Source: an optimization exercise on an open RTL-to-GDS flow (aim: small area). Production flows keep margins and buffers that such runs may drop. Function was checked by simulation only, so behaviour that the tests miss may differ from the original.

**design.v**
```verilog
module dwt_mul_array (
    input  [23:0] a,
    input  [11:0] b,
    input  [23:0] c,
    output [35:0] s
);
    wire [23:0] pp [0:11];
    genvar gi;
    generate for (gi = 0; gi < 12; gi = gi + 1) begin : g_pp
        assign pp[gi] = a & {24{b[gi]}};
    end endgenerate
    wire s1;
    wire k2;
    wire s3;
    wire k4;
    wire s5;
    wire k6;
    wire s7;
    wire k8;
    wire s9;
    wire k10;
    wire s11;
    wire k12;
    wire s13;
    wire k14;
    wire s15;
    wire k16;
    wire s17;
    wire k18;
    wire s19;
    wire k20;
    wire s21;
    wire k22;
    wire s23;
    wire k24;
    wire s25;
    wire k26;
    wire s27;
    wire k28;
    wire s29;
    wire k30;
    wire s31;
    wire k32;
    wire s33;
    wire k34;
    wire s35;
    wire k36;
    wire s37;
    wire k38;
    wire s39;
    wire k40;
    wire s41;
    wire k42;
    wire s43;
    wire k44;
    wire s45;
    wire k46;
    wire s47;
    wire k48;
    wire s49;
    wire k50;
    wire s51;
    wire k52;
    wire s53;
    wire k54;
    wire s55;
    wire k56;
    wire s57;
    wire k58;
    wire s59;
    wire k60;
    wire s61;
    wire k62;
    wire s63;
    wire k64;
    wire s65;
    wire k66;
    wire s67;
    wire k68;
    wire s69;
    wire k70;
    wire s71;
    wire k72;
    wire s73;
    wire k74;
    wire s75;
    wire k76;
    wire s77;
    wire k78;
    wire s79;
    wire k80;
    wire s81;
    wire k82;
    wire s83;
    wire k84;
    wire s85;
    wire k86;
    wire s87;
    wire k88;
    wire s89;
    wire k90;
    wire s91;
    wire k92;
    wire s93;
    wire k94;
    wire s95;
    wire k96;
    wire s97;
    wire k98;
    wire s99;
    wire k100;
    wire s101;
    wire k102;
    wire s103;
    wire k104;
    wire s105;
    wire k106;
    wire s107;
    wire k108;
    wire s109;
    wire k110;
    wire s111;
    wire k112;
    wire s113;
    wire k114;
    wire s115;
    wire k116;
    wire s117;
    wire k118;
    wire s119;
    wire k120;
    wire s121;
    wire k122;
    wire s123;
    wire k124;
    wire s125;
    wire k126;
    wire s127;
    wire k128;
    wire s129;
    wire k130;
    wire s131;
    wire k132;
    wire s133;
    wire k134;
    wire s135;
    wire k136;
    wire s137;
    wire k138;
    wire s139;
    wire k140;
    wire s141;
    wire k142;
    wire s143;
    wire k144;
    wire s145;
    wire k146;
    wire s147;
    wire k148;
    wire s149;
    wire k150;
    wire s151;
    wire k152;
    wire s153;
    wire k154;
    wire s155;
    wire k156;
    wire s157;
    wire k158;
    wire s159;
    wire k160;
    wire s161;
    wire k162;
    wire s163;
    wire k164;
    wire s165;
    wire k166;
    wire s167;
    wire k168;
    wire s169;
    wire k170;
    wire s171;
    wire k172;
    wire s173;
    wire k174;
    wire s175;
    wire k176;
    wire s177;
    wire k178;
    wire s179;
    wire k180;
    wire s181;
    wire k182;
    wire s183;
    wire k184;
    wire s185;
    wire k186;
    wire s187;
    wire k188;
    wire s189;
    wire k190;
    wire s191;
    wire k192;
    wire s193;
    wire k194;
    wire s195;
    wire k196;
    wire s197;
    wire k198;
    wire s199;
    wire k200;
    wire s201;
    wire k202;
    wire s203;
    wire k204;
    wire s205;
    wire k206;
    wire s207;
    wire k208;
    wire s209;
    wire k210;
    wire s211;
    wire k212;
    wire s213;
    wire k214;
    wire s215;
    wire k216;
    wire s217;
    wire k218;
    wire s219;
    wire k220;
    wire s221;
    wire k222;
    wire s223;
    wire k224;
    wire s225;
    wire k226;
    wire s227;
    wire k228;
    wire s229;
    wire k230;
    wire s231;
    wire k232;
    wire s233;
    wire k234;
    wire s235;
    wire k236;
    wire s237;
    wire k238;
    wire s239;
    wire k240;
    wire s241;
    wire k242;
    wire s243;
    wire k244;
    wire s245;
    wire k246;
    wire s247;
    wire k248;
    wire s249;
    wire k250;
    wire s251;
    wire k252;
    wire s253;
    wire k254;
    wire s255;
    wire k256;
    wire s257;
    wire k258;
    wire s259;
    wire k260;
    wire s261;
    wire k262;
    wire s263;
    wire k264;
    wire s265;
    wire k266;
    wire s267;
    wire k268;
    wire s269;
    wire k270;
    wire s271;
    wire k272;
    wire s273;
    wire k274;
    wire s275;
    wire k276;
    wire s277;
    wire k278;
    wire s279;
    wire k280;
    wire s281;
    wire k282;
    wire s283;
    wire k284;
    wire s285;
    wire k286;
    wire s287;
    wire k288;
    wire s289;
    wire k290;
    wire s291;
    wire k292;
    wire s293;
    wire k294;
    wire s295;
    wire k296;
    wire s297;
    wire k298;
    wire s299;
    wire k300;
    wire s301;
    wire k302;
    wire s303;
    wire k304;
    wire s305;
    wire k306;
    wire s307;
    wire k308;
    wire s309;
    wire k310;
    wire s311;
    wire k312;
    wire s313;
    wire k314;
    wire s315;
    wire k316;
    wire s317;
    wire k318;
    wire s319;
    wire k320;
    wire s321;
    wire k322;
    wire s323;
    wire k324;
    wire s325;
    wire k326;
    wire s327;
    wire k328;
    wire s329;
    wire k330;
    wire s331;
    wire k332;
    wire s333;
    wire k334;
    wire s335;
    wire k336;
    wire s337;
    wire k338;
    wire s339;
    wire k340;
    wire s341;
    wire k342;
    wire s343;
    wire k344;
    wire s345;
    wire k346;
    wire s347;
    wire k348;
    wire s349;
    wire k350;
    wire s351;
    wire k352;
    wire s353;
    wire k354;
    wire s355;
    wire k356;
    wire s357;
    wire k358;
    wire s359;
    wire k360;
    wire s361;
    wire k362;
    wire s363;
    wire k364;
    wire s365;
    wire k366;
    wire s367;
    wire k368;
    wire s369;
    wire k370;
    wire s371;
    wire k372;
    wire s373;
    wire k374;
    wire s375;
    wire k376;
    wire s377;
    wire k378;
    wire s379;
    wire k380;
    wire s381;
    wire k382;
    wire s383;
    wire k384;
    wire s385;
    wire k386;
    wire s387;
    wire k388;
    wire s389;
    wire k390;
    wire s391;
    wire k392;
    wire s393;
    wire k394;
    wire s395;
    wire k396;
    wire s397;
    wire k398;
    wire s399;
    wire k400;
    wire s401;
    wire k402;
    wire s403;
    wire k404;
    wire s405;
    wire k406;
    wire s407;
    wire k408;
    wire s409;
    wire k410;
    wire s411;
    wire k412;
    wire s413;
    wire k414;
    wire s415;
    wire k416;
    wire s417;
    wire k418;
    wire s419;
    wire k420;
    wire s421;
    wire k422;
    wire s423;
    wire k424;
    wire s425;
    wire k426;
    wire s427;
    wire k428;
    wire s429;
    wire k430;
    wire s431;
    wire k432;
    wire s433;
    wire k434;
    wire s435;
    wire k436;
    wire s437;
    wire k438;
    wire s439;
    wire k440;
    wire s441;
    wire k442;
    wire s443;
    wire k444;
    wire s445;
    wire k446;
    wire s447;
    wire k448;
    wire s449;
    wire k450;
    wire s451;
    wire k452;
    wire s453;
    wire k454;
    wire s455;
    wire k456;
    wire s457;
    wire k458;
    wire s459;
    wire k460;
    wire s461;
    wire k462;
    wire s463;
    wire k464;
    wire s465;
    wire k466;
    wire s467;
    wire k468;
    wire s469;
    wire k470;
    wire s471;
    wire k472;
    wire s473;
    wire k474;
    wire s475;
    wire k476;
    wire s477;
    wire k478;
    wire s479;
    wire k480;
    wire s481;
    wire k482;
    wire s483;
    wire k484;
    wire s485;
    wire k486;
    wire s487;
    wire k488;
    wire s489;
    wire k490;
    wire s491;
    wire k492;
    wire s493;
    wire k494;
    wire s495;
    wire k496;
    wire s497;
    wire k498;
    wire s499;
    wire k500;
    wire s501;
    wire k502;
    wire s503;
    wire k504;
    wire s505;
    wire k506;
    assign s1 = pp[0][8] ^ pp[1][7];
    assign k2 = pp[0][8] & pp[1][7];
    assign s3 = pp[0][9] ^ pp[1][8] ^ pp[2][7];
    assign k4 = (pp[0][9] & pp[1][8]) | (pp[0][9] & pp[2][7]) | (pp[1][8] & pp[2][7]);
    assign s5 = pp[3][6] ^ pp[4][5];
    assign k6 = pp[3][6] & pp[4][5];
    assign s7 = pp[0][10] ^ pp[1][9] ^ pp[2][8];
    assign k8 = (pp[0][10] & pp[1][9]) | (pp[0][10] & pp[2][8]) | (pp[1][9] & pp[2][8]);
    assign s9 = pp[3][7] ^ pp[4][6] ^ pp[5][5];
    assign k10 = (pp[3][7] & pp[4][6]) | (pp[3][7] & pp[5][5]) | (pp[4][6] & pp[5][5]);
    assign s11 = pp[6][4] ^ pp[7][3];
    assign k12 = pp[6][4] & pp[7][3];
    assign s13 = pp[0][11] ^ pp[1][10] ^ pp[2][9];
    assign k14 = (pp[0][11] & pp[1][10]) | (pp[0][11] & pp[2][9]) | (pp[1][10] & pp[2][9]);
    assign s15 = pp[3][8] ^ pp[4][7] ^ pp[5][6];
    assign k16 = (pp[3][8] & pp[4][7]) | (pp[3][8] & pp[5][6]) | (pp[4][7] & pp[5][6]);
    assign s17 = pp[6][5] ^ pp[7][4] ^ pp[8][3];
    assign k18 = (pp[6][5] & pp[7][4]) | (pp[6][5] & pp[8][3]) | (pp[7][4] & pp[8][3]);
    assign s19 = pp[9][2] ^ pp[10][1];
    assign k20 = pp[9][2] & pp[10][1];
    assign s21 = pp[0][12] ^ pp[1][11] ^ pp[2][10];
    assign k22 = (pp[0][12] & pp[1][11]) | (pp[0][12] & pp[2][10]) | (pp[1][11] & pp[2][10]);
    assign s23 = pp[3][9] ^ pp[4][8] ^ pp[5][7];
    assign k24 = (pp[3][9] & pp[4][8]) | (pp[3][9] & pp[5][7]) | (pp[4][8] & pp[5][7]);
    assign s25 = pp[6][6] ^ pp[7][5] ^ pp[8][4];
    assign k26 = (pp[6][6] & pp[7][5]) | (pp[6][6] & pp[8][4]) | (pp[7][5] & pp[8][4]);
    assign s27 = pp[9][3] ^ pp[10][2] ^ pp[11][1];
    assign k28 = (pp[9][3] & pp[10][2]) | (pp[9][3] & pp[11][1]) | (pp[10][2] & pp[11][1]);
    assign s29 = pp[0][13] ^ pp[1][12] ^ pp[2][11];
    assign k30 = (pp[0][13] & pp[1][12]) | (pp[0][13] & pp[2][11]) | (pp[1][12] & pp[2][11]);
    assign s31 = pp[3][10] ^ pp[4][9] ^ pp[5][8];
    assign k32 = (pp[3][10] & pp[4][9]) | (pp[3][10] & pp[5][8]) | (pp[4][9] & pp[5][8]);
    assign s33 = pp[6][7] ^ pp[7][6] ^ pp[8][5];
    assign k34 = (pp[6][7] & pp[7][6]) | (pp[6][7] & pp[8][5]) | (pp[7][6] & pp[8][5]);
    assign s35 = pp[9][4] ^ pp[10][3] ^ pp[11][2];
    assign k36 = (pp[9][4] & pp[10][3]) | (pp[9][4] & pp[11][2]) | (pp[10][3] & pp[11][2]);
    assign s37 = pp[0][14] ^ pp[1][13] ^ pp[2][12];
    assign k38 = (pp[0][14] & pp[1][13]) | (pp[0][14] & pp[2][12]) | (pp[1][13] & pp[2][12]);
    assign s39 = pp[3][11] ^ pp[4][10] ^ pp[5][9];
    assign k40 = (pp[3][11] & pp[4][10]) | (pp[3][11] & pp[5][9]) | (pp[4][10] & pp[5][9]);
    assign s41 = pp[6][8] ^ pp[7][7] ^ pp[8][6];
    assign k42 = (pp[6][8] & pp[7][7]) | (pp[6][8] & pp[8][6]) | (pp[7][7] & pp[8][6]);
    assign s43 = pp[9][5] ^ pp[10][4] ^ pp[11][3];
    assign k44 = (pp[9][5] & pp[10][4]) | (pp[9][5] & pp[11][3]) | (pp[10][4] & pp[11][3]);
    assign s45 = pp[0][15] ^ pp[1][14] ^ pp[2][13];
    assign k46 = (pp[0][15] & pp[1][14]) | (pp[0][15] & pp[2][13]) | (pp[1][14] & pp[2][13]);
    assign s47 = pp[3][12] ^ pp[4][11] ^ pp[5][10];
    assign k48 = (pp[3][12] & pp[4][11]) | (pp[3][12] & pp[5][10]) | (pp[4][11] & pp[5][10]);
    assign s49 = pp[6][9] ^ pp[7][8] ^ pp[8][7];
    assign k50 = (pp[6][9] & pp[7][8]) | (pp[6][9] & pp[8][7]) | (pp[7][8] & pp[8][7]);
    assign s51 = pp[9][6] ^ pp[10][5] ^ pp[11][4];
    assign k52 = (pp[9][6] & pp[10][5]) | (pp[9][6] & pp[11][4]) | (pp[10][5] & pp[11][4]);
    assign s53 = pp[0][16] ^ pp[1][15] ^ pp[2][14];
    assign k54 = (pp[0][16] & pp[1][15]) | (pp[0][16] & pp[2][14]) | (pp[1][15] & pp[2][14]);
    assign s55 = pp[3][13] ^ pp[4][12] ^ pp[5][11];
    assign k56 = (pp[3][13] & pp[4][12]) | (pp[3][13] & pp[5][11]) | (pp[4][12] & pp[5][11]);
    assign s57 = pp[6][10] ^ pp[7][9] ^ pp[8][8];
    assign k58 = (pp[6][10] & pp[7][9]) | (pp[6][10] & pp[8][8]) | (pp[7][9] & pp[8][8]);
    assign s59 = pp[9][7] ^ pp[10][6] ^ pp[11][5];
    assign k60 = (pp[9][7] & pp[10][6]) | (pp[9][7] & pp[11][5]) | (pp[10][6] & pp[11][5]);
    assign s61 = pp[0][17] ^ pp[1][16] ^ pp[2][15];
    assign k62 = (pp[0][17] & pp[1][16]) | (pp[0][17] & pp[2][15]) | (pp[1][16] & pp[2][15]);
    assign s63 = pp[3][14] ^ pp[4][13] ^ pp[5][12];
    assign k64 = (pp[3][14] & pp[4][13]) | (pp[3][14] & pp[5][12]) | (pp[4][13] & pp[5][12]);
    assign s65 = pp[6][11] ^ pp[7][10] ^ pp[8][9];
    assign k66 = (pp[6][11] & pp[7][10]) | (pp[6][11] & pp[8][9]) | (pp[7][10] & pp[8][9]);
    assign s67 = pp[9][8] ^ pp[10][7] ^ pp[11][6];
    assign k68 = (pp[9][8] & pp[10][7]) | (pp[9][8] & pp[11][6]) | (pp[10][7] & pp[11][6]);
    assign s69 = pp[0][18] ^ pp[1][17] ^ pp[2][16];
    assign k70 = (pp[0][18] & pp[1][17]) | (pp[0][18] & pp[2][16]) | (pp[1][17] & pp[2][16]);
    assign s71 = pp[3][15] ^ pp[4][14] ^ pp[5][13];
    assign k72 = (pp[3][15] & pp[4][14]) | (pp[3][15] & pp[5][13]) | (pp[4][14] & pp[5][13]);
    assign s73 = pp[6][12] ^ pp[7][11] ^ pp[8][10];
    assign k74 = (pp[6][12] & pp[7][11]) | (pp[6][12] & pp[8][10]) | (pp[7][11] & pp[8][10]);
    assign s75 = pp[9][9] ^ pp[10][8] ^ pp[11][7];
    assign k76 = (pp[9][9] & pp[10][8]) | (pp[9][9] & pp[11][7]) | (pp[10][8] & pp[11][7]);
    assign s77 = pp[0][19] ^ pp[1][18] ^ pp[2][17];
    assign k78 = (pp[0][19] & pp[1][18]) | (pp[0][19] & pp[2][17]) | (pp[1][18] & pp[2][17]);
    assign s79 = pp[3][16] ^ pp[4][15] ^ pp[5][14];
    assign k80 = (pp[3][16] & pp[4][15]) | (pp[3][16] & pp[5][14]) | (pp[4][15] & pp[5][14]);
    assign s81 = pp[6][13] ^ pp[7][12] ^ pp[8][11];
    assign k82 = (pp[6][13] & pp[7][12]) | (pp[6][13] & pp[8][11]) | (pp[7][12] & pp[8][11]);
    assign s83 = pp[9][10] ^ pp[10][9] ^ pp[11][8];
    assign k84 = (pp[9][10] & pp[10][9]) | (pp[9][10] & pp[11][8]) | (pp[10][9] & pp[11][8]);
    assign s85 = pp[0][20] ^ pp[1][19] ^ pp[2][18];
    assign k86 = (pp[0][20] & pp[1][19]) | (pp[0][20] & pp[2][18]) | (pp[1][19] & pp[2][18]);
    assign s87 = pp[3][17] ^ pp[4][16] ^ pp[5][15];
    assign k88 = (pp[3][17] & pp[4][16]) | (pp[3][17] & pp[5][15]) | (pp[4][16] & pp[5][15]);
    assign s89 = pp[6][14] ^ pp[7][13] ^ pp[8][12];
    assign k90 = (pp[6][14] & pp[7][13]) | (pp[6][14] & pp[8][12]) | (pp[7][13] & pp[8][12]);
    assign s91 = pp[9][11] ^ pp[10][10] ^ pp[11][9];
    assign k92 = (pp[9][11] & pp[10][10]) | (pp[9][11] & pp[11][9]) | (pp[10][10] & pp[11][9]);
    assign s93 = pp[0][21] ^ pp[1][20] ^ pp[2][19];
    assign k94 = (pp[0][21] & pp[1][20]) | (pp[0][21] & pp[2][19]) | (pp[1][20] & pp[2][19]);
    assign s95 = pp[3][18] ^ pp[4][17] ^ pp[5][16];
    assign k96 = (pp[3][18] & pp[4][17]) | (pp[3][18] & pp[5][16]) | (pp[4][17] & pp[5][16]);
    assign s97 = pp[6][15] ^ pp[7][14] ^ pp[8][13];
    assign k98 = (pp[6][15] & pp[7][14]) | (pp[6][15] & pp[8][13]) | (pp[7][14] & pp[8][13]);
    assign s99 = pp[9][12] ^ pp[10][11] ^ pp[11][10];
    assign k100 = (pp[9][12] & pp[10][11]) | (pp[9][12] & pp[11][10]) | (pp[10][11] & pp[11][10]);
    assign s101 = pp[0][22] ^ pp[1][21] ^ pp[2][20];
    assign k102 = (pp[0][22] & pp[1][21]) | (pp[0][22] & pp[2][20]) | (pp[1][21] & pp[2][20]);
    assign s103 = pp[3][19] ^ pp[4][18] ^ pp[5][17];
    assign k104 = (pp[3][19] & pp[4][18]) | (pp[3][19] & pp[5][17]) | (pp[4][18] & pp[5][17]);
    assign s105 = pp[6][16] ^ pp[7][15] ^ pp[8][14];
    assign k106 = (pp[6][16] & pp[7][15]) | (pp[6][16] & pp[8][14]) | (pp[7][15] & pp[8][14]);
    assign s107 = pp[9][13] ^ pp[10][12] ^ pp[11][11];
    assign k108 = (pp[9][13] & pp[10][12]) | (pp[9][13] & pp[11][11]) | (pp[10][12] & pp[11][11]);
    assign s109 = pp[0][23] ^ pp[1][22] ^ pp[2][21];
    assign k110 = (pp[0][23] & pp[1][22]) | (pp[0][23] & pp[2][21]) | (pp[1][22] & pp[2][21]);
    assign s111 = pp[3][20] ^ pp[4][19] ^ pp[5][18];
    assign k112 = (pp[3][20] & pp[4][19]) | (pp[3][20] & pp[5][18]) | (pp[4][19] & pp[5][18]);
    assign s113 = pp[6][17] ^ pp[7][16] ^ pp[8][15];
    assign k114 = (pp[6][17] & pp[7][16]) | (pp[6][17] & pp[8][15]) | (pp[7][16] & pp[8][15]);
    assign s115 = pp[9][14] ^ pp[10][13] ^ pp[11][12];
    assign k116 = (pp[9][14] & pp[10][13]) | (pp[9][14] & pp[11][12]) | (pp[10][13] & pp[11][12]);
    assign s117 = pp[1][23] ^ pp[2][22] ^ pp[3][21];
    assign k118 = (pp[1][23] & pp[2][22]) | (pp[1][23] & pp[3][21]) | (pp[2][22] & pp[3][21]);
    assign s119 = pp[4][20] ^ pp[5][19] ^ pp[6][18];
    assign k120 = (pp[4][20] & pp[5][19]) | (pp[4][20] & pp[6][18]) | (pp[5][19] & pp[6][18]);
    assign s121 = pp[7][17] ^ pp[8][16] ^ pp[9][15];
    assign k122 = (pp[7][17] & pp[8][16]) | (pp[7][17] & pp[9][15]) | (pp[8][16] & pp[9][15]);
    assign s123 = pp[2][23] ^ pp[3][22] ^ pp[4][21];
    assign k124 = (pp[2][23] & pp[3][22]) | (pp[2][23] & pp[4][21]) | (pp[3][22] & pp[4][21]);
    assign s125 = pp[5][20] ^ pp[6][19] ^ pp[7][18];
    assign k126 = (pp[5][20] & pp[6][19]) | (pp[5][20] & pp[7][18]) | (pp[6][19] & pp[7][18]);
    assign s127 = pp[3][23] ^ pp[4][22] ^ pp[5][21];
    assign k128 = (pp[3][23] & pp[4][22]) | (pp[3][23] & pp[5][21]) | (pp[4][22] & pp[5][21]);
    assign s129 = pp[0][5] ^ pp[1][4];
    assign k130 = pp[0][5] & pp[1][4];
    assign s131 = pp[0][6] ^ pp[1][5] ^ pp[2][4];
    assign k132 = (pp[0][6] & pp[1][5]) | (pp[0][6] & pp[2][4]) | (pp[1][5] & pp[2][4]);
    assign s133 = pp[3][3] ^ pp[4][2];
    assign k134 = pp[3][3] & pp[4][2];
    assign s135 = pp[0][7] ^ pp[1][6] ^ pp[2][5];
    assign k136 = (pp[0][7] & pp[1][6]) | (pp[0][7] & pp[2][5]) | (pp[1][6] & pp[2][5]);
    assign s137 = pp[3][4] ^ pp[4][3] ^ pp[5][2];
    assign k138 = (pp[3][4] & pp[4][3]) | (pp[3][4] & pp[5][2]) | (pp[4][3] & pp[5][2]);
    assign s139 = pp[6][1] ^ pp[7][0];
    assign k140 = pp[6][1] & pp[7][0];
    assign s141 = pp[2][6] ^ pp[3][5] ^ pp[4][4];
    assign k142 = (pp[2][6] & pp[3][5]) | (pp[2][6] & pp[4][4]) | (pp[3][5] & pp[4][4]);
    assign s143 = pp[5][3] ^ pp[6][2] ^ pp[7][1];
    assign k144 = (pp[5][3] & pp[6][2]) | (pp[5][3] & pp[7][1]) | (pp[6][2] & pp[7][1]);
    assign s145 = pp[8][0] ^ c[8] ^ s1;
    assign k146 = (pp[8][0] & c[8]) | (pp[8][0] & s1) | (c[8] & s1);
    assign s147 = pp[5][4] ^ pp[6][3] ^ pp[7][2];
    assign k148 = (pp[5][4] & pp[6][3]) | (pp[5][4] & pp[7][2]) | (pp[6][3] & pp[7][2]);
    assign s149 = pp[8][1] ^ pp[9][0] ^ c[9];
    assign k150 = (pp[8][1] & pp[9][0]) | (pp[8][1] & c[9]) | (pp[9][0] & c[9]);
    assign s151 = k2 ^ s3 ^ s5;
    assign k152 = (k2 & s3) | (k2 & s5) | (s3 & s5);
    assign s153 = pp[8][2] ^ pp[9][1] ^ pp[10][0];
    assign k154 = (pp[8][2] & pp[9][1]) | (pp[8][2] & pp[10][0]) | (pp[9][1] & pp[10][0]);
    assign s155 = c[10] ^ k4 ^ k6;
    assign k156 = (c[10] & k4) | (c[10] & k6) | (k4 & k6);
    assign s157 = s7 ^ s9 ^ s11;
    assign k158 = (s7 & s9) | (s7 & s11) | (s9 & s11);
    assign s159 = pp[11][0] ^ c[11] ^ k8;
    assign k160 = (pp[11][0] & c[11]) | (pp[11][0] & k8) | (c[11] & k8);
    assign s161 = k10 ^ k12 ^ s13;
    assign k162 = (k10 & k12) | (k10 & s13) | (k12 & s13);
    assign s163 = s15 ^ s17 ^ s19;
    assign k164 = (s15 & s17) | (s15 & s19) | (s17 & s19);
    assign s165 = c[12] ^ k14 ^ k16;
    assign k166 = (c[12] & k14) | (c[12] & k16) | (k14 & k16);
    assign s167 = k18 ^ k20 ^ s21;
    assign k168 = (k18 & k20) | (k18 & s21) | (k20 & s21);
    assign s169 = s23 ^ s25 ^ s27;
    assign k170 = (s23 & s25) | (s23 & s27) | (s25 & s27);
    assign s171 = c[13] ^ k22 ^ k24;
    assign k172 = (c[13] & k22) | (c[13] & k24) | (k22 & k24);
    assign s173 = k26 ^ k28 ^ s29;
    assign k174 = (k26 & k28) | (k26 & s29) | (k28 & s29);
    assign s175 = s31 ^ s33 ^ s35;
    assign k176 = (s31 & s33) | (s31 & s35) | (s33 & s35);
    assign s177 = c[14] ^ k30 ^ k32;
    assign k178 = (c[14] & k30) | (c[14] & k32) | (k30 & k32);
    assign s179 = k34 ^ k36 ^ s37;
    assign k180 = (k34 & k36) | (k34 & s37) | (k36 & s37);
    assign s181 = s39 ^ s41 ^ s43;
    assign k182 = (s39 & s41) | (s39 & s43) | (s41 & s43);
    assign s183 = c[15] ^ k38 ^ k40;
    assign k184 = (c[15] & k38) | (c[15] & k40) | (k38 & k40);
    assign s185 = k42 ^ k44 ^ s45;
    assign k186 = (k42 & k44) | (k42 & s45) | (k44 & s45);
    assign s187 = s47 ^ s49 ^ s51;
    assign k188 = (s47 & s49) | (s47 & s51) | (s49 & s51);
    assign s189 = c[16] ^ k46 ^ k48;
    assign k190 = (c[16] & k46) | (c[16] & k48) | (k46 & k48);
    assign s191 = k50 ^ k52 ^ s53;
    assign k192 = (k50 & k52) | (k50 & s53) | (k52 & s53);
    assign s193 = s55 ^ s57 ^ s59;
    assign k194 = (s55 & s57) | (s55 & s59) | (s57 & s59);
    assign s195 = c[17] ^ k54 ^ k56;
    assign k196 = (c[17] & k54) | (c[17] & k56) | (k54 & k56);
    assign s197 = k58 ^ k60 ^ s61;
    assign k198 = (k58 & k60) | (k58 & s61) | (k60 & s61);
    assign s199 = s63 ^ s65 ^ s67;
    assign k200 = (s63 & s65) | (s63 & s67) | (s65 & s67);
    assign s201 = c[18] ^ k62 ^ k64;
    assign k202 = (c[18] & k62) | (c[18] & k64) | (k62 & k64);
    assign s203 = k66 ^ k68 ^ s69;
    assign k204 = (k66 & k68) | (k66 & s69) | (k68 & s69);
    assign s205 = s71 ^ s73 ^ s75;
    assign k206 = (s71 & s73) | (s71 & s75) | (s73 & s75);
    assign s207 = c[19] ^ k70 ^ k72;
    assign k208 = (c[19] & k70) | (c[19] & k72) | (k70 & k72);
    assign s209 = k74 ^ k76 ^ s77;
    assign k210 = (k74 & k76) | (k74 & s77) | (k76 & s77);
    assign s211 = s79 ^ s81 ^ s83;
    assign k212 = (s79 & s81) | (s79 & s83) | (s81 & s83);
    assign s213 = c[20] ^ k78 ^ k80;
    assign k214 = (c[20] & k78) | (c[20] & k80) | (k78 & k80);
    assign s215 = k82 ^ k84 ^ s85;
    assign k216 = (k82 & k84) | (k82 & s85) | (k84 & s85);
    assign s217 = s87 ^ s89 ^ s91;
    assign k218 = (s87 & s89) | (s87 & s91) | (s89 & s91);
    assign s219 = c[21] ^ k86 ^ k88;
    assign k220 = (c[21] & k86) | (c[21] & k88) | (k86 & k88);
    assign s221 = k90 ^ k92 ^ s93;
    assign k222 = (k90 & k92) | (k90 & s93) | (k92 & s93);
    assign s223 = s95 ^ s97 ^ s99;
    assign k224 = (s95 & s97) | (s95 & s99) | (s97 & s99);
    assign s225 = c[22] ^ k94 ^ k96;
    assign k226 = (c[22] & k94) | (c[22] & k96) | (k94 & k96);
    assign s227 = k98 ^ k100 ^ s101;
    assign k228 = (k98 & k100) | (k98 & s101) | (k100 & s101);
    assign s229 = s103 ^ s105 ^ s107;
    assign k230 = (s103 & s105) | (s103 & s107) | (s105 & s107);
    assign s231 = c[23] ^ k102 ^ k104;
    assign k232 = (c[23] & k102) | (c[23] & k104) | (k102 & k104);
    assign s233 = k106 ^ k108 ^ s109;
    assign k234 = (k106 & k108) | (k106 & s109) | (k108 & s109);
    assign s235 = s111 ^ s113 ^ s115;
    assign k236 = (s111 & s113) | (s111 & s115) | (s113 & s115);
    assign s237 = pp[10][14] ^ pp[11][13] ^ k110;
    assign k238 = (pp[10][14] & pp[11][13]) | (pp[10][14] & k110) | (pp[11][13] & k110);
    assign s239 = k112 ^ k114 ^ k116;
    assign k240 = (k112 & k114) | (k112 & k116) | (k114 & k116);
    assign s241 = s117 ^ s119 ^ s121;
    assign k242 = (s117 & s119) | (s117 & s121) | (s119 & s121);
    assign s243 = pp[8][17] ^ pp[9][16] ^ pp[10][15];
    assign k244 = (pp[8][17] & pp[9][16]) | (pp[8][17] & pp[10][15]) | (pp[9][16] & pp[10][15]);
    assign s245 = pp[11][14] ^ k118 ^ k120;
    assign k246 = (pp[11][14] & k118) | (pp[11][14] & k120) | (k118 & k120);
    assign s247 = k122 ^ s123 ^ s125;
    assign k248 = (k122 & s123) | (k122 & s125) | (s123 & s125);
    assign s249 = pp[6][20] ^ pp[7][19] ^ pp[8][18];
    assign k250 = (pp[6][20] & pp[7][19]) | (pp[6][20] & pp[8][18]) | (pp[7][19] & pp[8][18]);
    assign s251 = pp[9][17] ^ pp[10][16] ^ pp[11][15];
    assign k252 = (pp[9][17] & pp[10][16]) | (pp[9][17] & pp[11][15]) | (pp[10][16] & pp[11][15]);
    assign s253 = k124 ^ k126 ^ s127;
    assign k254 = (k124 & k126) | (k124 & s127) | (k126 & s127);
    assign s255 = pp[4][23] ^ pp[5][22] ^ pp[6][21];
    assign k256 = (pp[4][23] & pp[5][22]) | (pp[4][23] & pp[6][21]) | (pp[5][22] & pp[6][21]);
    assign s257 = pp[7][20] ^ pp[8][19] ^ pp[9][18];
    assign k258 = (pp[7][20] & pp[8][19]) | (pp[7][20] & pp[9][18]) | (pp[8][19] & pp[9][18]);
    assign s259 = pp[10][17] ^ pp[11][16] ^ k128;
    assign k260 = (pp[10][17] & pp[11][16]) | (pp[10][17] & k128) | (pp[11][16] & k128);
    assign s261 = pp[5][23] ^ pp[6][22] ^ pp[7][21];
    assign k262 = (pp[5][23] & pp[6][22]) | (pp[5][23] & pp[7][21]) | (pp[6][22] & pp[7][21]);
    assign s263 = pp[8][20] ^ pp[9][19] ^ pp[10][18];
    assign k264 = (pp[8][20] & pp[9][19]) | (pp[8][20] & pp[10][18]) | (pp[9][19] & pp[10][18]);
    assign s265 = pp[6][23] ^ pp[7][22] ^ pp[8][21];
    assign k266 = (pp[6][23] & pp[7][22]) | (pp[6][23] & pp[8][21]) | (pp[7][22] & pp[8][21]);
    assign s267 = pp[0][3] ^ pp[1][2];
    assign k268 = pp[0][3] & pp[1][2];
    assign s269 = pp[0][4] ^ pp[1][3] ^ pp[2][2];
    assign k270 = (pp[0][4] & pp[1][3]) | (pp[0][4] & pp[2][2]) | (pp[1][3] & pp[2][2]);
    assign s271 = pp[3][1] ^ pp[4][0];
    assign k272 = pp[3][1] & pp[4][0];
    assign s273 = pp[2][3] ^ pp[3][2] ^ pp[4][1];
    assign k274 = (pp[2][3] & pp[3][2]) | (pp[2][3] & pp[4][1]) | (pp[3][2] & pp[4][1]);
    assign s275 = pp[5][0] ^ c[5] ^ s129;
    assign k276 = (pp[5][0] & c[5]) | (pp[5][0] & s129) | (c[5] & s129);
    assign s277 = pp[5][1] ^ pp[6][0] ^ c[6];
    assign k278 = (pp[5][1] & pp[6][0]) | (pp[5][1] & c[6]) | (pp[6][0] & c[6]);
    assign s279 = k130 ^ s131 ^ s133;
    assign k280 = (k130 & s131) | (k130 & s133) | (s131 & s133);
    assign s281 = c[7] ^ k132 ^ k134;
    assign k282 = (c[7] & k132) | (c[7] & k134) | (k132 & k134);
    assign s283 = s135 ^ s137 ^ s139;
    assign k284 = (s135 & s137) | (s135 & s139) | (s137 & s139);
    assign s285 = k136 ^ k138 ^ k140;
    assign k286 = (k136 & k138) | (k136 & k140) | (k138 & k140);
    assign s287 = s141 ^ s143 ^ s145;
    assign k288 = (s141 & s143) | (s141 & s145) | (s143 & s145);
    assign s289 = k142 ^ k144 ^ k146;
    assign k290 = (k142 & k144) | (k142 & k146) | (k144 & k146);
    assign s291 = s147 ^ s149 ^ s151;
    assign k292 = (s147 & s149) | (s147 & s151) | (s149 & s151);
    assign s293 = k148 ^ k150 ^ k152;
    assign k294 = (k148 & k150) | (k148 & k152) | (k150 & k152);
    assign s295 = s153 ^ s155 ^ s157;
    assign k296 = (s153 & s155) | (s153 & s157) | (s155 & s157);
    assign s297 = k154 ^ k156 ^ k158;
    assign k298 = (k154 & k156) | (k154 & k158) | (k156 & k158);
    assign s299 = s159 ^ s161 ^ s163;
    assign k300 = (s159 & s161) | (s159 & s163) | (s161 & s163);
    assign s301 = k160 ^ k162 ^ k164;
    assign k302 = (k160 & k162) | (k160 & k164) | (k162 & k164);
    assign s303 = s165 ^ s167 ^ s169;
    assign k304 = (s165 & s167) | (s165 & s169) | (s167 & s169);
    assign s305 = k166 ^ k168 ^ k170;
    assign k306 = (k166 & k168) | (k166 & k170) | (k168 & k170);
    assign s307 = s171 ^ s173 ^ s175;
    assign k308 = (s171 & s173) | (s171 & s175) | (s173 & s175);
    assign s309 = k172 ^ k174 ^ k176;
    assign k310 = (k172 & k174) | (k172 & k176) | (k174 & k176);
    assign s311 = s177 ^ s179 ^ s181;
    assign k312 = (s177 & s179) | (s177 & s181) | (s179 & s181);
    assign s313 = k178 ^ k180 ^ k182;
    assign k314 = (k178 & k180) | (k178 & k182) | (k180 & k182);
    assign s315 = s183 ^ s185 ^ s187;
    assign k316 = (s183 & s185) | (s183 & s187) | (s185 & s187);
    assign s317 = k184 ^ k186 ^ k188;
    assign k318 = (k184 & k186) | (k184 & k188) | (k186 & k188);
    assign s319 = s189 ^ s191 ^ s193;
    assign k320 = (s189 & s191) | (s189 & s193) | (s191 & s193);
    assign s321 = k190 ^ k192 ^ k194;
    assign k322 = (k190 & k192) | (k190 & k194) | (k192 & k194);
    assign s323 = s195 ^ s197 ^ s199;
    assign k324 = (s195 & s197) | (s195 & s199) | (s197 & s199);
    assign s325 = k196 ^ k198 ^ k200;
    assign k326 = (k196 & k198) | (k196 & k200) | (k198 & k200);
    assign s327 = s201 ^ s203 ^ s205;
    assign k328 = (s201 & s203) | (s201 & s205) | (s203 & s205);
    assign s329 = k202 ^ k204 ^ k206;
    assign k330 = (k202 & k204) | (k202 & k206) | (k204 & k206);
    assign s331 = s207 ^ s209 ^ s211;
    assign k332 = (s207 & s209) | (s207 & s211) | (s209 & s211);
    assign s333 = k208 ^ k210 ^ k212;
    assign k334 = (k208 & k210) | (k208 & k212) | (k210 & k212);
    assign s335 = s213 ^ s215 ^ s217;
    assign k336 = (s213 & s215) | (s213 & s217) | (s215 & s217);
    assign s337 = k214 ^ k216 ^ k218;
    assign k338 = (k214 & k216) | (k214 & k218) | (k216 & k218);
    assign s339 = s219 ^ s221 ^ s223;
    assign k340 = (s219 & s221) | (s219 & s223) | (s221 & s223);
    assign s341 = k220 ^ k222 ^ k224;
    assign k342 = (k220 & k222) | (k220 & k224) | (k222 & k224);
    assign s343 = s225 ^ s227 ^ s229;
    assign k344 = (s225 & s227) | (s225 & s229) | (s227 & s229);
    assign s345 = k226 ^ k228 ^ k230;
    assign k346 = (k226 & k228) | (k226 & k230) | (k228 & k230);
    assign s347 = s231 ^ s233 ^ s235;
    assign k348 = (s231 & s233) | (s231 & s235) | (s233 & s235);
    assign s349 = k232 ^ k234 ^ k236;
    assign k350 = (k232 & k234) | (k232 & k236) | (k234 & k236);
    assign s351 = s237 ^ s239 ^ s241;
    assign k352 = (s237 & s239) | (s237 & s241) | (s239 & s241);
    assign s353 = k238 ^ k240 ^ k242;
    assign k354 = (k238 & k240) | (k238 & k242) | (k240 & k242);
    assign s355 = s243 ^ s245 ^ s247;
    assign k356 = (s243 & s245) | (s243 & s247) | (s245 & s247);
    assign s357 = k244 ^ k246 ^ k248;
    assign k358 = (k244 & k246) | (k244 & k248) | (k246 & k248);
    assign s359 = s249 ^ s251 ^ s253;
    assign k360 = (s249 & s251) | (s249 & s253) | (s251 & s253);
    assign s361 = k250 ^ k252 ^ k254;
    assign k362 = (k250 & k252) | (k250 & k254) | (k252 & k254);
    assign s363 = s255 ^ s257 ^ s259;
    assign k364 = (s255 & s257) | (s255 & s259) | (s257 & s259);
    assign s365 = pp[11][17] ^ k256 ^ k258;
    assign k366 = (pp[11][17] & k256) | (pp[11][17] & k258) | (k256 & k258);
    assign s367 = k260 ^ s261 ^ s263;
    assign k368 = (k260 & s261) | (k260 & s263) | (s261 & s263);
    assign s369 = pp[9][20] ^ pp[10][19] ^ pp[11][18];
    assign k370 = (pp[9][20] & pp[10][19]) | (pp[9][20] & pp[11][18]) | (pp[10][19] & pp[11][18]);
    assign s371 = k262 ^ k264 ^ s265;
    assign k372 = (k262 & k264) | (k262 & s265) | (k264 & s265);
    assign s373 = pp[7][23] ^ pp[8][22] ^ pp[9][21];
    assign k374 = (pp[7][23] & pp[8][22]) | (pp[7][23] & pp[9][21]) | (pp[8][22] & pp[9][21]);
    assign s375 = pp[10][20] ^ pp[11][19] ^ k266;
    assign k376 = (pp[10][20] & pp[11][19]) | (pp[10][20] & k266) | (pp[11][19] & k266);
    assign s377 = pp[8][23] ^ pp[9][22] ^ pp[10][21];
    assign k378 = (pp[8][23] & pp[9][22]) | (pp[8][23] & pp[10][21]) | (pp[9][22] & pp[10][21]);
    assign s379 = pp[0][2] ^ pp[1][1];
    assign k380 = pp[0][2] & pp[1][1];
    assign s381 = pp[2][1] ^ pp[3][0] ^ c[3];
    assign k382 = (pp[2][1] & pp[3][0]) | (pp[2][1] & c[3]) | (pp[3][0] & c[3]);
    assign s383 = c[4] ^ k268 ^ s269;
    assign k384 = (c[4] & k268) | (c[4] & s269) | (k268 & s269);
    assign s385 = k270 ^ k272 ^ s273;
    assign k386 = (k270 & k272) | (k270 & s273) | (k272 & s273);
    assign s387 = k274 ^ k276 ^ s277;
    assign k388 = (k274 & k276) | (k274 & s277) | (k276 & s277);
    assign s389 = k278 ^ k280 ^ s281;
    assign k390 = (k278 & k280) | (k278 & s281) | (k280 & s281);
    assign s391 = k282 ^ k284 ^ s285;
    assign k392 = (k282 & k284) | (k282 & s285) | (k284 & s285);
    assign s393 = k286 ^ k288 ^ s289;
    assign k394 = (k286 & k288) | (k286 & s289) | (k288 & s289);
    assign s395 = k290 ^ k292 ^ s293;
    assign k396 = (k290 & k292) | (k290 & s293) | (k292 & s293);
    assign s397 = k294 ^ k296 ^ s297;
    assign k398 = (k294 & k296) | (k294 & s297) | (k296 & s297);
    assign s399 = k298 ^ k300 ^ s301;
    assign k400 = (k298 & k300) | (k298 & s301) | (k300 & s301);
    assign s401 = k302 ^ k304 ^ s305;
    assign k402 = (k302 & k304) | (k302 & s305) | (k304 & s305);
    assign s403 = k306 ^ k308 ^ s309;
    assign k404 = (k306 & k308) | (k306 & s309) | (k308 & s309);
    assign s405 = k310 ^ k312 ^ s313;
    assign k406 = (k310 & k312) | (k310 & s313) | (k312 & s313);
    assign s407 = k314 ^ k316 ^ s317;
    assign k408 = (k314 & k316) | (k314 & s317) | (k316 & s317);
    assign s409 = k318 ^ k320 ^ s321;
    assign k410 = (k318 & k320) | (k318 & s321) | (k320 & s321);
    assign s411 = k322 ^ k324 ^ s325;
    assign k412 = (k322 & k324) | (k322 & s325) | (k324 & s325);
    assign s413 = k326 ^ k328 ^ s329;
    assign k414 = (k326 & k328) | (k326 & s329) | (k328 & s329);
    assign s415 = k330 ^ k332 ^ s333;
    assign k416 = (k330 & k332) | (k330 & s333) | (k332 & s333);
    assign s417 = k334 ^ k336 ^ s337;
    assign k418 = (k334 & k336) | (k334 & s337) | (k336 & s337);
    assign s419 = k338 ^ k340 ^ s341;
    assign k420 = (k338 & k340) | (k338 & s341) | (k340 & s341);
    assign s421 = k342 ^ k344 ^ s345;
    assign k422 = (k342 & k344) | (k342 & s345) | (k344 & s345);
    assign s423 = k346 ^ k348 ^ s349;
    assign k424 = (k346 & k348) | (k346 & s349) | (k348 & s349);
    assign s425 = k350 ^ k352 ^ s353;
    assign k426 = (k350 & k352) | (k350 & s353) | (k352 & s353);
    assign s427 = k354 ^ k356 ^ s357;
    assign k428 = (k354 & k356) | (k354 & s357) | (k356 & s357);
    assign s429 = k358 ^ k360 ^ s361;
    assign k430 = (k358 & k360) | (k358 & s361) | (k360 & s361);
    assign s431 = k362 ^ k364 ^ s365;
    assign k432 = (k362 & k364) | (k362 & s365) | (k364 & s365);
    assign s433 = k366 ^ k368 ^ s369;
    assign k434 = (k366 & k368) | (k366 & s369) | (k368 & s369);
    assign s435 = k370 ^ k372 ^ s373;
    assign k436 = (k370 & k372) | (k370 & s373) | (k372 & s373);
    assign s437 = pp[11][20] ^ k374 ^ k376;
    assign k438 = (pp[11][20] & k374) | (pp[11][20] & k376) | (k374 & k376);
    assign s439 = pp[9][23] ^ pp[10][22] ^ pp[11][21];
    assign k440 = (pp[9][23] & pp[10][22]) | (pp[9][23] & pp[11][21]) | (pp[10][22] & pp[11][21]);
    assign s441 = pp[0][1] ^ pp[1][0];
    assign k442 = pp[0][1] & pp[1][0];
    assign s443 = pp[2][0] ^ c[2] ^ s379;
    assign k444 = (pp[2][0] & c[2]) | (pp[2][0] & s379) | (c[2] & s379);
    assign s445 = s267 ^ k380 ^ s381;
    assign k446 = (s267 & k380) | (s267 & s381) | (k380 & s381);
    assign s447 = s271 ^ k382 ^ s383;
    assign k448 = (s271 & k382) | (s271 & s383) | (k382 & s383);
    assign s449 = s275 ^ k384 ^ s385;
    assign k450 = (s275 & k384) | (s275 & s385) | (k384 & s385);
    assign s451 = s279 ^ k386 ^ s387;
    assign k452 = (s279 & k386) | (s279 & s387) | (k386 & s387);
    assign s453 = s283 ^ k388 ^ s389;
    assign k454 = (s283 & k388) | (s283 & s389) | (k388 & s389);
    assign s455 = s287 ^ k390 ^ s391;
    assign k456 = (s287 & k390) | (s287 & s391) | (k390 & s391);
    assign s457 = s291 ^ k392 ^ s393;
    assign k458 = (s291 & k392) | (s291 & s393) | (k392 & s393);
    assign s459 = s295 ^ k394 ^ s395;
    assign k460 = (s295 & k394) | (s295 & s395) | (k394 & s395);
    assign s461 = s299 ^ k396 ^ s397;
    assign k462 = (s299 & k396) | (s299 & s397) | (k396 & s397);
    assign s463 = s303 ^ k398 ^ s399;
    assign k464 = (s303 & k398) | (s303 & s399) | (k398 & s399);
    assign s465 = s307 ^ k400 ^ s401;
    assign k466 = (s307 & k400) | (s307 & s401) | (k400 & s401);
    assign s467 = s311 ^ k402 ^ s403;
    assign k468 = (s311 & k402) | (s311 & s403) | (k402 & s403);
    assign s469 = s315 ^ k404 ^ s405;
    assign k470 = (s315 & k404) | (s315 & s405) | (k404 & s405);
    assign s471 = s319 ^ k406 ^ s407;
    assign k472 = (s319 & k406) | (s319 & s407) | (k406 & s407);
    assign s473 = s323 ^ k408 ^ s409;
    assign k474 = (s323 & k408) | (s323 & s409) | (k408 & s409);
    assign s475 = s327 ^ k410 ^ s411;
    assign k476 = (s327 & k410) | (s327 & s411) | (k410 & s411);
    assign s477 = s331 ^ k412 ^ s413;
    assign k478 = (s331 & k412) | (s331 & s413) | (k412 & s413);
    assign s479 = s335 ^ k414 ^ s415;
    assign k480 = (s335 & k414) | (s335 & s415) | (k414 & s415);
    assign s481 = s339 ^ k416 ^ s417;
    assign k482 = (s339 & k416) | (s339 & s417) | (k416 & s417);
    assign s483 = s343 ^ k418 ^ s419;
    assign k484 = (s343 & k418) | (s343 & s419) | (k418 & s419);
    assign s485 = s347 ^ k420 ^ s421;
    assign k486 = (s347 & k420) | (s347 & s421) | (k420 & s421);
    assign s487 = s351 ^ k422 ^ s423;
    assign k488 = (s351 & k422) | (s351 & s423) | (k422 & s423);
    assign s489 = s355 ^ k424 ^ s425;
    assign k490 = (s355 & k424) | (s355 & s425) | (k424 & s425);
    assign s491 = s359 ^ k426 ^ s427;
    assign k492 = (s359 & k426) | (s359 & s427) | (k426 & s427);
    assign s493 = s363 ^ k428 ^ s429;
    assign k494 = (s363 & k428) | (s363 & s429) | (k428 & s429);
    assign s495 = s367 ^ k430 ^ s431;
    assign k496 = (s367 & k430) | (s367 & s431) | (k430 & s431);
    assign s497 = s371 ^ k432 ^ s433;
    assign k498 = (s371 & k432) | (s371 & s433) | (k432 & s433);
    assign s499 = s375 ^ k434 ^ s435;
    assign k500 = (s375 & k434) | (s375 & s435) | (k434 & s435);
    assign s501 = s377 ^ k436 ^ s437;
    assign k502 = (s377 & k436) | (s377 & s437) | (k436 & s437);
    assign s503 = k378 ^ k438 ^ s439;
    assign k504 = (k378 & k438) | (k378 & s439) | (k438 & s439);
    assign s505 = pp[10][23] ^ pp[11][22] ^ k440;
    assign k506 = (pp[10][23] & pp[11][22]) | (pp[10][23] & k440) | (pp[11][22] & k440);
    wire [35:0] x = {1'b0, pp[11][23], k504, k502, k500, k498, k496, k494, k492, k490, k488, k486, k484, k482, k480, k478, k476, k474, k472, k470, k468, k466, k464, k462, k460, k458, k456, k454, k452, k450, k448, k446, k444, k442, c[1], pp[0][0]};
    wire [35:0] y = {1'b0, k506, s505, s503, s501, s499, s497, s495, s493, s491, s489, s487, s485, s483, s481, s479, s477, s475, s473, s471, s469, s467, s465, s463, s461, s459, s457, s455, s453, s451, s449, s447, s445, s443, s441, c[0]};
    assign s = x + y;
endmodule
module dwt_fadd (
    input  [31:0] x,
    input  [31:0] y,
    output [31:0] z
);
    wire [7:0]  ex = x[30:23];
    wire [7:0]  ey = y[30:23];
    wire        e_lt = ex < ey;
    wire        e_eq = ex == ey;
    wire        m_lt = x[22:0] < y[22:0];
    wire        rev  = e_eq & m_lt;            
    wire        swap = e_lt | rev;             
    wire        exc  = (&ex) | (&ey);
    wire        sub  = x[31] ^ y[31];
    wire [7:0]  dxy  = ex - ey;
    wire [7:0]  dyx  = ey - ex;
    wire [7:0]  d    = e_lt ? dyx : dxy;
    wire [7:0]  ea   = e_lt ? ey : ex;
    wire [23:0] sx   = {|ex, x[22:0]};
    wire [23:0] sy   = {|ey, y[22:0]};
    wire [23:0] sa   = e_lt ? sy : sx;
    wire [23:0] sb   = e_lt ? sx : sy;
    wire [23:0] sbs  = sb >> d;
    wire [24:0] S = {1'b0, sa ^ {24{sub & rev}}} + {1'b0, sbs ^ {24{sub & ~rev}}} + {24'd0, sub};
    wire        sbz = rev ? ~(|sa) : ~(|sbs);
    wire [24:0] T = {S[24] & ~sub, S[23:0]};
    reg  [4:0]  sh;
    integer i;
    always @* begin
        sh = 5'd25;
        for (i = 0; i < 24; i = i + 1)
            if (S[i]) sh = 5'd24 - i[4:0];
        if (sbz) sh = 5'd1;
        if (~sub) sh = {4'd0, ~S[24]};
    end
    wire [24:0] N = T << sh;
    wire [7:0]  en = ea + 8'd1 - {3'd0, sh};
    assign z = exc ? 32'd0 : {swap ? y[31] : x[31], en, N[23:1]};
endmodule
module dwt_pe #(parameter DATA_WIDTH = 32)
(
    input clk,
    input rst,
    input[DATA_WIDTH-1:0] transform1,
    input[DATA_WIDTH-1:0] transform2,
    input[DATA_WIDTH-1:0] transform3,
    input[DATA_WIDTH-1:0] transform4,
    input[DATA_WIDTH-1:0] transform5,
    input[DATA_WIDTH-1:0] transform6,
    input[DATA_WIDTH-1:0] data_in1,
    input[DATA_WIDTH-1:0] data_in2,
    input[DATA_WIDTH-1:0] data_in3,
    input[DATA_WIDTH-1:0] data_in4,
    input[DATA_WIDTH-1:0] data_in5,
    input[DATA_WIDTH-1:0] data_in6,
    output reg [DATA_WIDTH-1:0] data_out
);
    reg [3:0] t;
    wire hi = t[0];
    wire [5:0] ks;
    assign ks[0] = (t[3:1] == 3'd0);
    assign ks[1] = (t[3:1] == 3'd1);
    assign ks[2] = (t[3:1] == 3'd2);
    assign ks[3] = (t[3:1] == 3'd3);
    assign ks[4] = (t[3:1] == 3'd4);
    assign ks[5] = (t[3:1] == 3'd5);
    wire [31:0] ta = (transform1 & {32{ks[0]}}) | (transform2 & {32{ks[1]}}) |
                     (transform3 & {32{ks[2]}}) | (transform4 & {32{ks[3]}}) |
                     (transform5 & {32{ks[4]}}) | (transform6 & {32{ks[5]}});
    wire [31:0] db = (data_in1 & {32{ks[0]}}) | (data_in2 & {32{ks[1]}}) |
                     (data_in3 & {32{ks[2]}}) | (data_in4 & {32{ks[3]}}) |
                     (data_in5 & {32{ks[4]}}) | (data_in6 & {32{ks[5]}});
    reg  [23:0] acc;      
    reg         stk;      
    reg         g1, g0;   
    reg  [8:0]  es;       
    reg         sg, ex;   
    wire [23:0] ma = {|ta[30:23], ta[22:0]};
    wire [23:0] mb = {|db[30:23], db[22:0]};
    wire [35:0] s;
    dwt_mul_array mul (
        .a(ma), .b(hi ? mb[23:12] : mb[11:0]), .c(acc & {24{hi}}), .s(s)
    );
    wire [8:0]  esum;
    wire [8:0]  ec;
    assign ec[0] = 1'b0;
    genvar gi;
    generate for (gi = 0; gi < 8; gi = gi + 1) begin : g_es
        assign esum[gi] = ta[23+gi] ^ db[23+gi] ^ ec[gi];
        assign ec[gi+1] = (ta[23+gi] & db[23+gi]) | (ta[23+gi] & ec[gi]) | (db[23+gi] & ec[gi]);
    end endgenerate
    assign esum[8] = ec[8];
    always @(posedge clk) begin
        acc <= s[35:12];
        stk <= hi ? (stk | (|s[9:0])) : (|s[11:0]);
        g1  <= s[11];
        g0  <= s[10];
        es  <= esum;
        sg  <= ta[31] ^ db[31];
        ex  <= (&ta[30:23]) | (&db[30:23]);
    end
    wire        norm  = acc[23];
    wire [22:0] mraw  = norm ? acc[22:0] : {acc[21:0], g1};
    wire        rnd   = (norm ? g1 : g0) & (stk | (norm & g0));
    wire [22:0] mant;
    wire [23:0] ic;
    assign ic[0] = rnd;
    generate for (gi = 0; gi < 23; gi = gi + 1) begin : g_inc
        assign mant[gi] = mraw[gi] ^ ic[gi];
        assign ic[gi+1] = mraw[gi] & ic[gi];
    end endgenerate
    wire        zero  = rnd ? (&mraw) : ~(|mraw);
    wire [8:0]  expo;
    wire [9:0]  xc;
    assign xc[0] = norm;
    generate for (gi = 0; gi < 9; gi = gi + 1) begin : g_ex
        if (gi == 0 || gi == 7 || gi == 8) begin : g1
            assign expo[gi] = ~(es[gi] ^ xc[gi]);
            assign xc[gi+1] = es[gi] | xc[gi];
        end else begin : g0
            assign expo[gi] = es[gi] ^ xc[gi];
            assign xc[gi+1] = es[gi] & xc[gi];
        end
    end endgenerate
    wire [31:0] prod  = ex   ? 32'd0 :
                        zero ? {sg, 31'd0} :
                        expo[8] ? (expo[7] ? {sg, 31'd0} : {sg, 8'hff, 23'd0}) :
                        {sg, expo[7:0], mant};
    reg  [31:0] U, V, W;
    wire [31:0] sum;
    dwt_fadd add (.x(U), .y(V), .z(sum));
    always @(posedge clk) begin
        if (rst || t == 4'd11) t <= 4'd0;
        else t <= t + 4'd1;
        case (t)
            4'd2, 4'd6, 4'd10: U <= prod;
            4'd9:              U <= W;
            4'd1:              U <= sum;
            default: ;
        endcase
        case (t)
            4'd0, 4'd4, 4'd8:  V <= prod;
            4'd9:              V <= sum;
            4'd1:              V <= W;
            default: ;
        endcase
        if (t == 4'd5 || t == 4'd10) W <= sum;
        if (rst) data_out <= 32'd0;
        else if (t == 4'd2) data_out <= sum;
    end
endmodule
```
**flow/run.sh**
```bash
#!/bin/bash
# The standard layout, with the smallest buffer (buf_1) as the port
# buffers in place of the resizer's own pick (clkdlybuf4s50_1).
set -euo pipefail
export BUFFER_PORTS_ARGS="-buffer_cell sky130_fd_sc_hd__buf_1"
bash standard.sh > standard.log 2>&1
```
**standard.sh**
```bash
#!/bin/bash
# synth_recipe.tcl (not shown) runs the flow's synth.tcl, then flattens the netlist and writes it again
# the make line also repeats each setting of config.mk as NAME=value (left out here)
make -C /OpenROAD-flow-scripts/flow DESIGN_CONFIG=/design/flow/config.mk WORK_HOME=/design/flow/orfs CLKGATE_MAP_FILE= SYNTH_SCRIPT=/design/flow/synth_recipe.tcl "${@:-finish}"
```
**config.mk**
```make
export PLATFORM = sky130hd
export DESIGN_NAME = dwt_pe
export DESIGN_NICKNAME = dwt_pe
export VERILOG_FILES = /design/flow/design.v
export SDC_FILE = /design/flow/constraint.sdc
export NUM_CORES = 4
export LEC_CHECK = 0
export CAP_MARGIN = 20
export CORE_MARGIN = 2
export CORE_UTILIZATION = 40
export PLACE_DENSITY = 0.6
export SLEW_MARGIN = 20
```
**constraint.sdc**
```tcl
create_clock -name core_clock -period 10.0 [get_ports {clk}]
set_input_delay 2.0000 -clock core_clock [delete_from_list [all_inputs] [get_ports {clk}]]
set_output_delay 2.0000 -clock core_clock [all_outputs]
set_load 0.01 [all_outputs]
```
==> results of run 1 <==
==> critical path, delay by kind of cell, from the launching register on <==
| family | cells | cell delay, ps |
|---|---|---|
| AND/OR/NAND/NOR | 7 | 1420 |
| flip-flops | 1 | 460 |
| XOR/XNOR | 3 | 580 |
| buffers and inverters | 6 | 660 |
| adder cells (fa/ha/maj) | 6 | 1840 |
| AO/OA/AOI/OAI | 20 | 4370 |
==> cell type report <==
cell class | count | area [sq um]
clock buffer | 18 | 439.2
inverter | 309 | 1162
sequential | 170 | 4368
fill | 6542 | 35610
antenna | 1 | 2.502
tap | 864 | 1081
timing repair buffer | 529 | 2476
clock inverter | 14 | 176.4
multi-input combinational | 2448 | 20190
==> cell families after synthesis <==
group,Yosys count,share of synthesized area
simple gates,951,0.1717
compound gates,786,0.2023
buf+inv,494,0.07368
fa+ha+maj,409,0.2671
mux,190,0.08152
flops,170,0.1658
xor+xnor,112,0.03784
==> flip-flops by register name, summed over array words and instances (netlist names) <==
| signal | count |
|---|---|
| W | 32 |
| data_out | 32 |
| ex | 1 |
| g1 | 1 |
| stk | 1 |
| es | 9 |
| t | 4 |
| g0 | 1 |
| U | 32 |
| acc | 24 |
| V | 32 |
| sg | 1 |
==> stage by stage <==
step,setup slack (ps),instances
floorplan,947.8,3112
global placement,393.6,4315
detailed placement,327.3,4316
global route,-67.56,4352
finish,527.5,4353
CTS,274.2,4348
==> cells in the final DEF, fill, tap and decap left out, types with 107 or more instances in the layout <==
cell	netlist	final
buf_1	14	417
nand2_1	339	339
inv_1	302	302
fa_1	255	255
nor2_1	189	184
a21oi_1	174	171
a22oi_1	161	161
ha_1	154	154
mux2i_1	128	127
o21ai_0	127	123
buf_4	12	107
==> worst min path at each step <==
stage	start	end	slack, ps
6_report	data_out[26]	data_out[26]	460
5_1_grt	data_out[2]	data_out[2]	480
4_1_cts	data_out[26]	data_out[26]	460
3_5_place_dp	data_out[26]	data_out[26]	450
3_3_place_gp	data_out[26]	data_out[26]	440
2_1_floorplan	data_out[0]	data_out[0]	480
==> routing by layer <==
layer,GRT usage,vias to the layer above,part of all wire,wire length (microns)
li1,-,11683,-,-
met4,0.1171,0,0.046,4284
met2,0.4551,1130,0.47,43880
met1,0.3614,12312,0.42,39430
met5,0,-,0,0
met3,0.03798,186,0.068,6412
==> timing repair <==
action,in CTS,in global routing
gates resized for setup,0,11
endpoints found under the setup margin,0,30
buffers inserted,0,4
==> results.txt, run 1 <==
Die X 260.5 microns; min-delay worst type flip-flop to flip-flop; CP endpoint kind flip-flop; Reg clk slew, reported paths 70 ps; Post-DP HPWL around 76000 microns; Total GRT Usage 0.2755; number of buffers created by CTS 17; Slowest-stage cell, CP o311ai_0; share of cells above drive strength 1 0.08056; Worst R2R Path Depth 42; fmax 0.1056 GHz; Starting Density 0.4018; Max FO, Critical Path 11; Core Util, Final 0.4564; worst-margin pin slew 1048 ps; Critical Path End V[30]; Max stage delay on crit path 720 ps; Routed WL per cell 21.60 microns; DR vias 25311; CP Launch Type flip-flop; antenna viol nets, final 0; status complete, no violations; CP Class flip-flop to flip-flop; WHS between 400 and 500 ps; FF-to-FF Start U[23]; CP startpoint U[23]; largest net degree at the start of global routing 63; syn_nets 3907; Slew Viols, Final 0; initial antenna violation count 0; Post-Synthesis Cells 3112; Top FF cell, synth edfxtp_1; clock skew 13.79 ps; Hold Buf Count CTS 0; Final TNS setup 0 ps; row count 94; Starting DRT DRC Count 2450; top cell type by total area after synthesis fa_1; Post-synth top cells 339 x nand2_1, 302 x inv_1, 255 x fa_1; design area 29900 sq um; number of synthesized flops with an enable pin 96; clk buf depth 2; syn_area_per_cell around 8.5 sq um; Final min period 9473 ps; Overflow after GRT 0; # DRC 0; WHS Path Cells 2; most frequent cell after synthesis nand2_1; Rel. slew slack 0.2988; vias in the first global route 24961; nets 4270; Clock Sinks 170; R2R setup slack 530 ps; R2R Path End V[30]; Die Area 67880 sq um; via density per instance 5.815; FF+latch count, synth 170; critical path arrival around 9800 ps; H-tree levels 4; CTS tree done; total wire length between 90000 and 100000 microns; CP Data Required Time approximately 10000 ps; Post-synth ARST share 0; Yosys top cell area share 0.1939; First-pass DRT Iterations 6; Vert. Die Dim 260.5 microns; Final Hold Violating Endpoints 0; Yosys warnings 3; Worst-Skew Late Latency around 450 ps; Ports 418; post-synthesis cell area between 20000 and 30000 sq um; Root Driver clkbuf_16; fin crit share 0.9473; Synth area leaders fa_1 19%, edfxtp_1 11%, ha_1 7.3%; cell mode on critical path ha_1; sequential cell area fraction in the yosys report 0.1658; DP Area about 29000 sq um; Placer Congestion 0.9685; core area between 60000 and 70000 sq um; max cap viols 0; area delta synth->final 13.59%; post-synth cell types 98; PortBufs about 420; first-pass GRT wire length approximately 150000 microns; # setup viols final 0
==> inputs of run 2 (changes only) <==
--- a/config.mk
+++ b/config.mk
@@ -5,6 +5,7 @@
 export SDC_FILE = /design/flow/constraint.sdc
 export NUM_CORES = 4
 export LEC_CHECK = 0
+export ABC_AREA = 1
 export CAP_MARGIN = 20
 export CORE_MARGIN = 2
 export CORE_UTILIZATION = 40
==> run 2 against run 1 <==
Against the previous run:
- first-iteration DRC count fell by 16%
- register-to-register slack improved by 440 ps
- sequential cell count did not move
==> results.txt, run 2 <==
syn_area_per_cell 7.091 sq um (was 8.458 sq um); Starting DRT DRC Count 2058 (was 2450); clk buf depth 2 (unchanged); CP endpoint kind flip-flop (unchanged); cell mode on critical path nand2_1 (was ha_1); initial antenna violation count 4 (was 0); DP Area 28050 sq um (was 29190 sq um); Die Area 65640 sq um (was 67880 sq um); worst-margin pin slew 872.6 ps (was 1048 ps); Max FO, Critical Path 37 (was 11); Post-synth top cells 1004 x nand2_1, 536 x inv_1, 332 x nand3_1 (was 339 x nand2_1, 302 x inv_1, 255 x fa_1); first-pass GRT wire length 144100 microns (was 145300 microns); fmax 0.1107 GHz (was 0.1056 GHz); Final Hold Violating Endpoints 0 (unchanged); Yosys top cell area share 0.2006 (was 0.1939); Fill cells 6596 (was 6542); CTS tree done (unchanged); H-tree levels 4 (unchanged); number of buffers created by CTS 17 (unchanged); multi-input logic area 18350 sq um (was 20190 sq um); Yosys warnings 3 (unchanged); Total GRT Usage 0.2813 (was 0.2755); sequential cell area fraction in the yosys report 0.1715 (was 0.1658); Post-Synthesis Cells 3588 (was 3112); CP Launch Type flip-flop (unchanged); most frequent cell after synthesis nand2_1 (unchanged); Final min period 9032 ps (was 9473 ps); Final TNS setup 0 ps (unchanged); area delta synth->final 12.87% (was 13.59%); core area 62970 sq um (was 65510 sq um); Root Driver clkbuf_16 (unchanged); Synth area leaders fa_1 20%, nand2_1 15%, edfxtp_1 11% (was fa_1 19%, edfxtp_1 11%, ha_1 7.3%); Ports 418 (unchanged); Slowest-stage cell, CP inv_2 (was o311ai_0); clock skew 16.53 ps (was 13.79 ps); final setup margin 967.9 ps (was 527.5 ps); Overflow after GRT 0 (unchanged); max cap viols 0 (unchanged); # setup viols final 0 (unchanged); top cell type by total area after synthesis fa_1 (unchanged); Post-CTS Setup Inserts 0 (unchanged); via density per instance 5.269 (was 5.815); design area 28720 sq um (was 29900 sq um); DP Cell Count 4777 (was 4316); Resize count post-CTS 0 (unchanged); nets 4746 (was 4270); row count 92 (was 94); post-synthesis cell area 25440 sq um (was 26320 sq um); Vert. Die Dim 256.2 microns (was 260.5 microns); pre-CTS setup slack 656.5 ps (was 327.3 ps); post-synth cell types 57 (was 98); Reg clk slew, reported paths 90 ps (was 70 ps); Hold Buf Count CTS 0 (unchanged); grt peak-use layer met2 (unchanged); CP Class flip-flop to flip-flop (unchanged); Worst-Skew Late Latency 460 ps (was 450 ps); Placer Congestion 0.9585 (was 0.9685); First-pass DRT Iterations 6 (unchanged); commonest non-fill, non-tap cell in the layout nand2_1 (was buf_1); highest-count cells in the layout ignoring fill and taps 1004 x nand2_1, 536 x inv_1, 417 x buf_1 (was 417 x buf_1, 339 x nand2_1, 302 x inv_1); min-delay worst type flip-flop to flip-flop (unchanged); Post-Layout Cell Count 4813 (was 4353); Routed WL per cell 19.28 microns (was 21.60 microns); # DRC 0 (unchanged); Top FF cell, synth edfxtp_1 (unchanged); Die X 256.2 microns (was 260.5 microns); Reg area 4365 sq um (was 4368 sq um); Post-DP HPWL 77540 microns (was 76070 microns); Slew Viols, Final 0 (unchanged); critical path arrival 9330 ps (was 9760 ps); Rel. slew slack 0.4169 (was 0.2988); RSZ-0062 raised after global routing no; number of synthesized flops with an enable pin 96 (unchanged); PortBufs 417 (unchanged); met3 Use GR 0.03450 (was 0.03798); grt met1 use 0.3503 (was 0.3614); met2 GRT Util 0.4747 (was 0.4551); vias in the first global route 25282 (was 24961); FF+latch count, synth 170 (unchanged); syn_nets 4383 (was 3907); CP Data Required Time 10300 ps (was 10290 ps); total wire length 92780 microns (was 94010 microns); fin crit share 0.9032 (was 0.9473); antenna viol nets, final 0 (unchanged); share of cells above drive strength 1 0.03835 (was 0.08056); Max stage delay on crit path 490 ps (was 720 ps); Starting Density 0.4041 (was 0.4018); Clock Sinks 170 (unchanged); Post-synth ARST share 0 (unchanged); status complete, no violations (unchanged); DR vias 25358 (was 25311); largest net degree at the start of global routing 64 (was 63)
[run 2: final cells by class]
type,count,area share
tap,846,0.03686
multi-input combinational,2706,0.6391
sequential,170,0.1520
clock buffer,17,0.01481
clock inverter,15,0.007189
timing repair buffer,490,0.07559
inverter,566,0.07415
antenna,3,0.0002614
[run 2: path summary, 6_finish.rpt]
| kind | start | to | slack, ps | depth (start not counted) |
|---|---|---|---|---|
| worst max-delay path | U[23] | V[29] | 970 | 47 |
| worst min-delay path | data_out[6] | data_out[6] | 500 | 2 |
| worst min register to register | data_out[6] | data_out[6] | 500 | 2 |
| worst max register to register | U[23] | V[29] | 970 | 47 |
[run 2: through the flow]
step                hold slack, ps    util
detailed placement           481.8  0.4455
global route                 509.0  0.4561
global placement             467.2  0.4455
floorplan                    442.7       -
finish                       495.0  0.4561
CTS                          492.7  0.4555
[run 2: cell families after synthesis]
logic type,Yosys count,share of synthesized area
adder cells (fa/ha/maj),409,0.2764
buffers and inverters,712,0.1105
AO/OA/AOI/OAI,509,0.1258
AND/OR/NAND/NOR,1683,0.2793
flip-flops,170,0.1715
XOR/XNOR,105,0.03644
[run 2: per-layer routing]
| metal | part of all wire | wire (microns) |
|---|---|---|
| met3 | 0.059 | 5448 |
| met1 | 0.41 | 37940 |
| met4 | 0.059 | 5484 |
| met5 | 0 | 0 |
| met2 | 0.47 | 43920 |
[run 2: critical path, delay by kind of cell, from the launching register on]
family / cells / cell delay [ps]
compound gates: 8 / 1230
xor+xnor: 2 / 450
fa+ha+maj: 6 / 2040
buf+inv: 7 / 1160
flops: 1 / 460
simple gates: 24 / 3520

## port drivers added, routing unchanged
How much do the figures lean on ideal ports? The routed layouts below were timed once more, with nothing changed but the port constraints.
Step 1, drivers: a clkbuf_16 drives clk and a buf_2 each remaining input, both assumed.
Step 2 adds t to the input delays and takes it off the output delays; t is the mean of the earliest and latest rising clock arrival at the registers after step 1. Input paths then give back, and output paths get back, about the clock's delay inside the block.
Slacks: ideal ports / drivers / drivers and shift; pairs: ideal ports / drivers.
run | t, ns | setup slack, ns | pins driven straight from the clock port
run 1 | 0.500 | 0.527 / 0.527 / 0.484 | 1
run 2 | 0.502 | 0.968 / 0.968 / 0.721 | 1
After both steps setup and hold are still met in every run listed. The setup slack of run 2, which loses most, moves by 0.000 ns with the drivers and by -0.247 ns with both steps.
